This design comes from an exercise in tuning for small area, a short achievable clock period and few clock cycles per item on the open sky130 flow, not from production work.

== run a ==
// CordicAccelerator
module CordicAccelerator(
  input         clock,
  input         reset,
  input         cmd_valid,
  output        cmd_ready,
  input  [6:0]  cmd_funct,
  input  [4:0]  cmd_rd,
  input  [63:0] cmd_rs1,
  input  [63:0] cmd_rs2,
  output        resp_valid,
  input         resp_ready,
  output [4:0]  resp_rd,
  output [63:0] resp_data,
  output        busy
);
For scale: ~15,000 cells after synthesis, roughly 2,500 flip-flops, about 220 I/O pins, about 0.15 mm^2 of cells after synthesis.
==> flow/config.mk <==
export PLATFORM = sky130hd
export DESIGN_NAME = CordicAccelerator
export DESIGN_NICKNAME = CordicAccelerator
export VERILOG_FILES = /design/flow/design.v
export SDC_FILE = /design/flow/constraint.sdc
export NUM_CORES = 8
export LEC_CHECK = 0
export CAP_MARGIN = 20
export CORE_MARGIN = 2
export CORE_UTILIZATION = 60
export SETUP_SLACK_MARGIN = 2.0
export SLEW_MARGIN = 20
==> flow/constraint.sdc <==
create_clock -name core_clock -period 6.0 [get_ports {clock}]
set_input_delay 1.2000 -clock core_clock [delete_from_list [all_inputs] [get_ports {clock}]]
set_output_delay 1.2000 -clock core_clock [all_outputs]
set_load 0.01 [all_outputs]
run.sh (not shown) runs the stock make flow with config.mk's settings and CLKGATE_MAP_FILE= SYNTH_SCRIPT=/design/flow/synth_recipe.tcl, a recipe that flattens the netlist after the stock synthesis.
--- input diff run a..run b ---
-- flow/design.v --
<<< run a, line 28
        pn = pp;
        for (k = 0; k < 32; k = k + 1)
          if (((k + 1) % (2 << l)) == 0) begin
            gn[k] = gg[k] | (pp[k] & gg[k - (1 << l)]);
            pn[k] = pp[k] & pp[k - (1 << l)];
>>> run b, line 28
        pn = pp;
        for (k = 0; k < 32; k = k + 1)
          if ((k % 2) == 1 && k >= (1 << l)) begin
            gn[k] = gg[k] | (pp[k] & gg[k - (1 << l)]);
            pn[k] = pp[k] & pp[k - (1 << l)];
<<< run a, line 35
        pp = pn;
      end
      for (l = 3; l >= 0; l = l - 1) begin
        gn = gg;
        pn = pp;
        for (k = 0; k < 32; k = k + 1)
          if (((k + 1) % (2 << l)) == (1 << l) && k >= (2 << l)) begin
            gn[k] = gg[k] | (pp[k] & gg[k - (1 << l)]);
            pn[k] = pp[k] & pp[k - (1 << l)];
          end
        gg = gn;
        pp = pn;
      end
      addc = p ^ {gg[30:0], c};
    end
>>> run b, line 35
        pp = pn;
      end
      gn = gg;
      pn = pp;
      for (k = 2; k < 32; k = k + 2) begin
        gn[k] = gg[k] | (pp[k] & gg[k - 1]);
        pn[k] = pp[k] & pp[k - 1];
      end
      gg = gn;
      pp = pn;
      addc = p ^ {gg[30:0], c};
    end
--- outcome ---
- Of run b and run a, run a shows the lower post-synthesis adder-cell area fraction, with run b above it.
- Changes observed in run b relative to run a: maximum frequency went up; minimum clock period saw a decrease; total half-perimeter wirelength after legalization and detailed placement went up 2300 um.
- Per the comparison of run b with run a, cell area roughly the same.
No functional check of the RTL was part of any run of this note.

* * *

CordicAccelerator, a different RTL version from the one above (not shown whole).
Size: roughly 14000 cells after synthesis, roughly 2400 flip-flops, about 220 I/O pins.
clock: 6.0 ns
lec_check: 0
cap_margin: 20
core_margin: 2
core_utilization: 60
cts_buf_list: sky130_fd_sc_hd__clkbuf_8 sky130_fd_sc_hd__clkbuf_16
cts_cluster_diameter: 80
cts_cluster_size: 30
gpl_routability_driven: 0
setup_slack_margin: 2.5
slew_margin: 20
Rerun with:
--- a/flow/design.v
+++ b/flow/design.v
@@ -763,36 +763,38 @@
     p31_dn <= p30_dn;
     p31_d <= p30_d;
   end
   wire [31:0] y31 = p31_y ^ {32{~p31_d}};
   wire [31:0] exi = p31_x + 32'd1;
   wire [31:0] exn = ~p31_x + 32'd1;
   wire [31:0] exd = ~exn;   
   wire [31:0] eys = (p31_y + 32'd1) ^ {32{~p31_d}};
   wire [31:0] exs = p31_d ? exd : exi;
   assign res = p31_fn ? (p31_x[31] ? eys : y31) : (y31[31] ? exs : p31_x);
   assign end_rd = p31_rd;
   wire end_v = p31_v;
-  reg [31:0] h_data;
-  reg [4:0] h_rd;
-  reg hv, busy_r;
+  reg [31:0] h_data, k_data;
+  reg [4:0] h_rd, k_rd;
+  reg hv, kv, busy_r;
   reg blocked;
   reg [4:0] wait_n;
   wire wait_0 = (wait_n == 5'd0);
-  wire h_free = ~hv | resp_ready;
-  wire push = end_v & h_free & (~blocked | wait_0);
+  wire push = end_v & ~(hv & kv) & (~blocked | wait_0);
   assign recirc = end_v & ~push;
   assign take = ~recirc & ~blocked;
-  wire hv_n = push | (hv & ~resp_ready);
-  wire inflight_n = hv_n |
+  wire pop = hv & resp_ready;
+  wire h_load = ~hv | pop;
+  wire hv_n = h_load ? (kv | push) : 1'b1;
+  wire kv_n = h_load ? (kv & push) : (kv | push);
+  wire inflight_n = hv_n | kv_n |
       (accept | recirc) |
       p1_v |
       p2_v |
       p3_v |
       p4_v |
       p5_v |
       p6_v |
       p7_v |
       p8_v |
       p9_v |
       p10_v |
       p11_v |
@@ -809,36 +811,42 @@
       p22_v |
       p23_v |
       p24_v |
       p25_v |
       p26_v |
       p27_v |
       p28_v |
       p29_v |
       p30_v;
   always @(posedge clock) begin
     if (reset) begin
       hv <= 1'b0;
+      kv <= 1'b0;
       busy_r <= 1'b0;
       blocked <= 1'b0;
     end else begin
       hv <= hv_n;
+      kv <= kv_n;
       busy_r <= inflight_n;
       if (recirc & (~blocked | wait_0))
         blocked <= 1'b1;
       else if (push & blocked)
         blocked <= 1'b0;
     end
     if (recirc & (~blocked | wait_0))
       wait_n <= 5'd30;
     else
       wait_n <= wait_n - 5'd1;
-    if (push) begin
-      h_data <= res;
-      h_rd <= end_rd;
+    if (h_load) begin
+      h_data <= kv ? k_data : res;
+      h_rd <= kv ? k_rd : end_rd;
+    end
+    if (h_load ? kv : ~kv) begin
+      k_data <= res;
+      k_rd <= end_rd;
     end
   end
   assign resp_valid = hv;
   assign resp_rd = h_rd;
   assign resp_data = {32'h0, h_data};
   assign busy = busy_r;
 endmodule
Via count rises by 2.0%.
Cell area went up by about 0.46%.
Count of clock-buffer cells in the layout rises by 4.
Worst hold slack degrades by 0.0040 ns.
Sequential share of layout area grows by 0.57 points.
Utilization fell by 0.95 points.
Synthesized area climbs by 1.7%.
Setup slack loses 0.0088 ns.
Function was not checked in any run of this note: the RTL went through the layout flow alone.

afterwards: timing with drivers on the ports:
Ports are ideal in the flow. The routed layouts listed here were re-timed in OpenROAD. Step 1: set_driving_cell puts a clkbuf_16 on clock and a buf_2 on each other input, an assumption about the parent block. Step 2 moves the port delays by t, midway between the first and last clock arrival at a register: inputs arrive t later, outputs are due t later. That takes back most of the time a late clock gives input paths. Three values: ideal ports, drivers, drivers and shift; two values: the first two.
run	shift t [ns]	setup WS [ns]	worst setup path at the end	clock arrival spread, ns
run a	1.008	1.482 / 1.482 / 1.482	register to register	0.099 / 0.098
run b	1.002	1.584 / 1.584 / 1.584	register to register	0.086 / 0.087
the first run of note 2	0.908	2.400 / 2.307 / 1.690	input to register	0.048 / 0.048
the second run of note 2	0.898	2.391 / 2.391 / 1.766	input to register	0.056 / 0.056
After both steps setup and hold are still met in every run listed. For the first run of note 2, which loses most, drivers alone change the setup slack by -0.093 ns; drivers and shift together by -0.710 ns.
